This is an optimization exercise on Yosys and OpenROAD, whose aim is small area, a short achievable clock period and few clock cycles, not a production implementation.
The RTL was checked by simulation tests, not by an equivalence proof against the original design.

==> flow/design.v <==
module RISC_SPM (clk, rst, mem_addr, mem_wdata, mem_we, mem_rdata);
  input        clk, rst;
  output [7:0] mem_addr;
  output [7:0] mem_wdata;
  output       mem_we;
  input  [7:0] mem_rdata;
  localparam [3:0] S_FETCH = 4'd0, S_EXEC = 4'd1, S_RD2 = 4'd2, S_WR2 = 4'd3, S_BR2 = 4'd4,
                   S_M1 = 4'd5, S_M2 = 4'd6, S_M3 = 4'd7, S_MW = 4'd8, S_HALT = 4'd9;
  reg [7:0] R0, R1, R2, R3;    
  reg [3:0] op;                
  reg [3:0] so, sd;            
  reg       opnd;              
  reg       chk;               
  reg [7:0] AR;                
  reg [7:0] T;                 
  reg       Z, V;
  reg [1:0] pr;                
  reg       qm1;               
  reg [3:0] st;
  wire [7:0] a = ({8{so[0]}} & R0) | ({8{so[1]}} & R1) | ({8{so[2]}} & R2) | ({8{so[3]}} & R3);
  wire [7:0] b = ({8{sd[0]}} & R0) | ({8{sd[1]}} & R1) | ({8{sd[2]}} & R2) | ({8{sd[3]}} & R3);
  wire exec = (st == S_EXEC);
  wire       is_sub = (op == 4'd2);
  wire       is_and = (op == 4'd3);
  wire       is_not = (op == 4'd4);
  wire [7:0] ax     = a ^ {8{is_sub}};
  wire [7:0] ag     = b & ax;
  wire [7:0] ap     = b ^ ax;
  reg  [7:0] kg, kp, kg2, kp2;
  integer    ki, ks;
  always @* begin
    kg = ag; kp = ap;
    kg[0] = ag[0] | (ap[0] & is_sub);
    for (ks = 1; ks < 8; ks = ks * 2) begin
      kg2 = kg; kp2 = kp;
      for (ki = ks; ki < 8; ki = ki + 1) begin
        kg2[ki] = kg[ki] | (kp[ki] & kg[ki-ks]);
        kp2[ki] = kp[ki] & kp[ki-ks];
      end
      kg = kg2; kp = kp2;
    end
  end
  wire [7:0] sum    = ap ^ {kg[6:0], is_sub};
  wire [7:0] r      = is_and ? (a & b) : is_not ? ~a : sum;
  wire       alu_v  = (a[7] & b[7] & ~r[7]) | (~a[7] & ~b[7] & r[7]);
  wire [7:0] zc     = {b[6:0] | ax[6:0], is_sub};
  wire       zsum   = ((b ^ ax) == zc);
  wire       alu_z  = is_and ? ((a & b) == 8'd0) : is_not ? (a == 8'hFF) : zsum;
  wire       same = |(so & sd);
  wire       one  = pr[0] ^ qm1;
  wire       two  = (pr[1] & ~pr[0] & ~qm1) | (~pr[1] & pr[0] & qm1);
  wire       neg  = pr[1];
  wire [9:0] mb   = two ? {b[7], b, 1'b0} : (one ? {b[7], b[7], b} : 10'd0);
  wire [9:0] my   = mb ^ {10{neg}};
  wire [9:0] mx   = {{2{T[7]}}, T};
  wire [9:0] mg   = mx & my;
  wire [9:0] mp   = mx ^ my;
  reg  [9:0] qg, qp, qg2, qp2;
  integer    qi, qs;
  always @* begin
    qg = mg; qp = mp;
    qg[0] = mg[0] | (mp[0] & neg);
    for (qs = 1; qs < 10; qs = qs * 2) begin
      qg2 = qg; qp2 = qp;
      for (qi = qs; qi < 10; qi = qi + 1) begin
        qg2[qi] = qg[qi] | (qp[qi] & qg[qi-qs]);
        qp2[qi] = qp[qi] & qp[qi-qs];
      end
      qg = qg2; qp = qp2;
    end
  end
  wire [9:0] S    = mp ^ {qg[8:0], neg};
  reg  [1:0] pnext;
  always @* begin
    if (!same) pnext = a[3:2];
    else case (st)
      S_M1:    pnext = a[5:4];
      S_M2:    pnext = a[7:6];
      default: pnext = a[3:2];
    endcase
  end
  wire is_alu  = (op == 4'd1) | (op == 4'd2) | is_and | is_not;
  wire is_mul  = (op == 4'd10);
  wire halt    = op[3] & (op[2] | (op[1] & op[0]));
  wire mul_it  = (exec & is_mul) | (st == S_M1) | (st == S_M2) | (st == S_M3);
  assign mem_addr  = AR;
  assign mem_wdata = a;
  assign mem_we    = (st == S_WR2);
  wire fetch = (st == S_FETCH) | (st == S_MW) | (exec & ~is_mul & ~opnd & ~halt);
  wire alu_w  = exec & is_alu;
  wire z_next = alu_w ? alu_z : Z;
  wire [3:0] nop    = mem_rdata[7:4];
  wire       nmul   = (nop == 4'd10);
  wire       nbrz   = (nop == 4'd8);
  wire       nbro   = (nop == 4'd9);
  wire       vlate  = alu_w & ~is_not;
  wire       nopnd  = (nop == 4'd5) | (nop == 4'd6) | (nop == 4'd7) |
                      (nbrz & z_next) | (nbro & (V | vlate));
  wire       nchk   = nbro & vlate;
  wire       nskip  = (nbrz | nbro) & ~nopnd;
  wire       untake = chk & ~V;            
  wire [7:0] ar1    = AR + 8'd1;
  wire [7:0] ar2    = AR + 8'd2;
  reg       wen;
  reg [7:0] W;
  always @* begin
    wen = 1'b0;
    W   = r;
    if (alu_w)              begin wen = 1'b1; W = r; end
    else if (st == S_RD2)   begin wen = 1'b1; W = mem_rdata; end
    else if (mul_it)        begin wen = ~same; W = {S[1:0], a[7:2]}; end
    else if (st == S_MW)    begin wen = 1'b1; W = T; end
  end
  wire [3:0] wsel = {4{wen}} & (mul_it ? so : sd);
  wire [1:0] ns = mem_rdata[3:2];
  reg  [1:0] rn;
  always @* begin
    case (ns) 2'd0: rn = R0[1:0]; 2'd1: rn = R1[1:0]; 2'd2: rn = R2[1:0]; default: rn = R3[1:0]; endcase
    if (wsel[ns]) rn = W[1:0];
  end
  always @(posedge clk or negedge rst) begin
    if (!rst) begin
      AR <= 8'd0; Z <= 1'b0; V <= 1'b0; st <= S_FETCH;
    end else begin
      if (alu_w) begin
        Z <= alu_z;
        if (!is_not) V <= alu_v;
      end else if (st == S_M3) begin
        Z <= 1'b1;
        V <= pr[1] & (so[0] ? S[1] : R0[7]);
      end
      if (fetch) AR <= nskip ? ar2 : ar1;
      else if (exec & opnd & untake) AR <= ar1;
      else if ((exec & opnd) | (st == S_BR2)) AR <= mem_rdata;
      else if ((st == S_RD2) | (st == S_WR2)) AR <= T;
      case (st)
        S_FETCH: st <= S_EXEC;
        S_EXEC:
          if (halt)         st <= S_HALT;
          else if (is_mul)  st <= S_M1;
          else if (opnd & untake) st <= S_FETCH;
          else if (opnd)    st <= (op == 4'd5) ? S_RD2 : (op == 4'd6) ? S_WR2 : S_BR2;
        S_RD2:   st <= S_FETCH;
        S_WR2:   st <= S_FETCH;
        S_BR2:   st <= S_FETCH;
        S_M1:    st <= S_M2;
        S_M2:    st <= S_M3;
        S_M3:    st <= S_MW;
        S_MW:    st <= S_EXEC;
        S_HALT:  st <= S_HALT;
        default: st <= S_FETCH;
      endcase
    end
  end
  wire [7:0] Wr  = W & {8{rst}};
  wire [3:0] rwe = wsel | {4{~rst}};
  always @(posedge clk) begin
    if (rwe[0]) R0 <= Wr;
    if (rwe[1]) R1 <= Wr;
    if (rwe[2]) R2 <= Wr;
    if (rwe[3]) R3 <= Wr;
  end
  always @(posedge clk) begin
    if (fetch) begin
      op   <= nop;
      so   <= 4'b0001 << mem_rdata[3:2];
      sd   <= 4'b0001 << mem_rdata[1:0];
      opnd <= nopnd;
      chk  <= nchk;
      T    <= nmul ? 8'd0 : ar2;
      pr   <= rn;
      qm1  <= 1'b0;
    end else if (mul_it) begin
      T    <= S[9:2];
      pr   <= pnext;
      qm1  <= pr[1];
    end
  end
endmodule
clock: 6.0 ns
lec_check: 0
abc_area: 1
cap_margin: 20
core_margin: 2
core_utilization: 40
setup_slack_margin: 3.0
slew_margin: 20
run.sh (not shown) runs the stock make flow with config.mk's settings and CLKGATE_MAP_FILE= SYNTH_SCRIPT=/design/flow/synth_recipe.tcl, a recipe that flattens the netlist after the stock synthesis.
Testbench counts at the start, summed over its fixed seeds: cycles 26,597.
Then changed:
--- a/flow/design.v
+++ b/flow/design.v
@@ -41,9 +41,9 @@
     end
   end
   wire [7:0] sum    = ap ^ {kg[6:0], is_sub};
   wire [7:0] r      = is_and ? (a & b) : is_not ? ~a : sum;
-  wire       alu_v  = (a[7] & b[7] & ~r[7]) | (~a[7] & ~b[7] & r[7]);
+  wire       alu_v  = ~is_and & ~(a[7] ^ b[7]) & (sum[7] ^ a[7]);
   wire [7:0] zc     = {b[6:0] | ax[6:0], is_sub};
   wire       zsum   = ((b ^ ax) == zc);
   wire       alu_z  = is_and ? ((a & b) == 8'd0) : is_not ? (a == 8'hFF) : zsum;
   wire       same = |(so & sd);
@@ -100,18 +100,26 @@
   wire       nskip  = (nbrz | nbro) & ~nopnd;
   wire       untake = chk & ~V;            
   wire [7:0] ar1    = AR + 8'd1;
   wire [7:0] ar2    = AR + 8'd2;
-  reg       wen;
-  reg [7:0] W;
-  always @* begin
-    wen = 1'b0;
-    W   = r;
-    if (alu_w)              begin wen = 1'b1; W = r; end
-    else if (st == S_RD2)   begin wen = 1'b1; W = mem_rdata; end
-    else if (mul_it)        begin wen = ~same; W = {S[1:0], a[7:2]}; end
-    else if (st == S_MW)    begin wen = 1'b1; W = T; end
-  end
+  wire       ar_f    = fetch & ~nskip;
+  wire       ar_s    = fetch & nskip;
+  wire       ar_u    = exec & opnd & untake;
+  wire       ar_m    = (exec & opnd & ~untake & ~halt & ~is_mul) | (st == S_BR2);
+  wire       ar_t    = (st == S_RD2) | (st == S_WR2);
+  wire       ar_h    = ~fetch & ~(exec & opnd & ~halt & ~is_mul) & ~(st == S_BR2) & ~ar_t;
+  wire [7:0] ar_next = ({8{ar_f | ar_u}} & ar1) | ({8{ar_s}} & ar2) | ({8{ar_m}} & mem_rdata) |
+                       ({8{ar_t}} & T) | ({8{ar_h}} & AR);
+  wire       sel_sum = alu_w & ~is_and & ~is_not;
+  wire       sel_and = alu_w & is_and;
+  wire       sel_not = alu_w & is_not;
+  wire       sel_rd  = (st == S_RD2);
+  wire       sel_mul = mul_it;
+  wire       sel_mw  = (st == S_MW);
+  wire       wen     = alu_w | sel_rd | (sel_mul & ~same) | sel_mw;
+  wire [7:0] Wo      = ({8{sel_and}} & a & b) | ({8{sel_not}} & ~a) | ({8{sel_rd}} & mem_rdata) |
+                       ({8{sel_mul}} & {S[1:0], a[7:2]}) | ({8{sel_mw}} & T);
+  wire [7:0] W       = ({8{sel_sum}} & sum) | Wo;
   wire [3:0] wsel = {4{wen}} & (mul_it ? so : sd);
   wire [1:0] ns = mem_rdata[3:2];
   reg  [1:0] rn;
   always @* begin
@@ -128,12 +136,9 @@
       end else if (st == S_M3) begin
         Z <= 1'b1;
         V <= pr[1] & (so[0] ? S[1] : R0[7]);
       end
-      if (fetch) AR <= nskip ? ar2 : ar1;
-      else if (exec & opnd & untake) AR <= ar1;
-      else if ((exec & opnd) | (st == S_BR2)) AR <= mem_rdata;
-      else if ((st == S_RD2) | (st == S_WR2)) AR <= T;
+      AR <= ar_next;
       case (st)
         S_FETCH: st <= S_EXEC;
         S_EXEC:
           if (halt)         st <= S_HALT;
@@ -151,9 +156,9 @@
         default: st <= S_FETCH;
       endcase
     end
   end
-  wire [7:0] Wr  = W & {8{rst}};
+  wire [7:0] Wr  = ({8{sel_sum & rst}} & sum) | (Wo & {8{rst}});
   wire [3:0] rwe = wsel | {4{~rst}};
   always @(posedge clk) begin
     if (rwe[0]) R0 <= Wr;
     if (rwe[1]) R1 <= Wr;
The changed run completed with no timing, DRC or antenna violations.
Routed wire length shrinks by 5.6%.
Fmax is about the same.
Flip-flop and latch count is unchanged.
Clock skew hardly moves.
Non-clock buffer count shrinks by 2.
Synthesized cell count shrinks by about 8%.
Die area shrinks by about 4.5%.
First-iteration DRC count shrinks by 8.6%.
Cell area shrinks by 4.3%.
Testbench counts after the change, summed over its fixed seeds: cycles 26,597.

==> re-timing with driven ports <==
No port has a modelled driver above. Below, the same layouts with a new extraction and two added sets of constraints. Step 1: set_driving_cell puts a clkbuf_16 on clk and a buf_2 on each other input, an assumption about the parent block. Step 2 moves the port delays by t, midway between the first and last clock arrival at a register: inputs arrive t later, outputs are due t later. That takes back most of the time a late clock gives input paths. a / b / c = ideal / step 1 / step 2; a / b = the first two.
| run | shift t [ns] | slack for setup (ns) | hold slack, ns |
|---|---|---|---|
| the first run | 0.380 | 2.970 / 2.970 / 2.764 | 0.526 / 0.526 / 0.526 |
| the second run | 0.390 | 2.961 / 2.919 / 2.759 | 0.552 / 0.552 / 0.552 |
After both steps setup and hold are still met in every run listed. The setup slack of the first run, which loses most, moves by 0.000 ns with the drivers and by -0.206 ns with both steps.
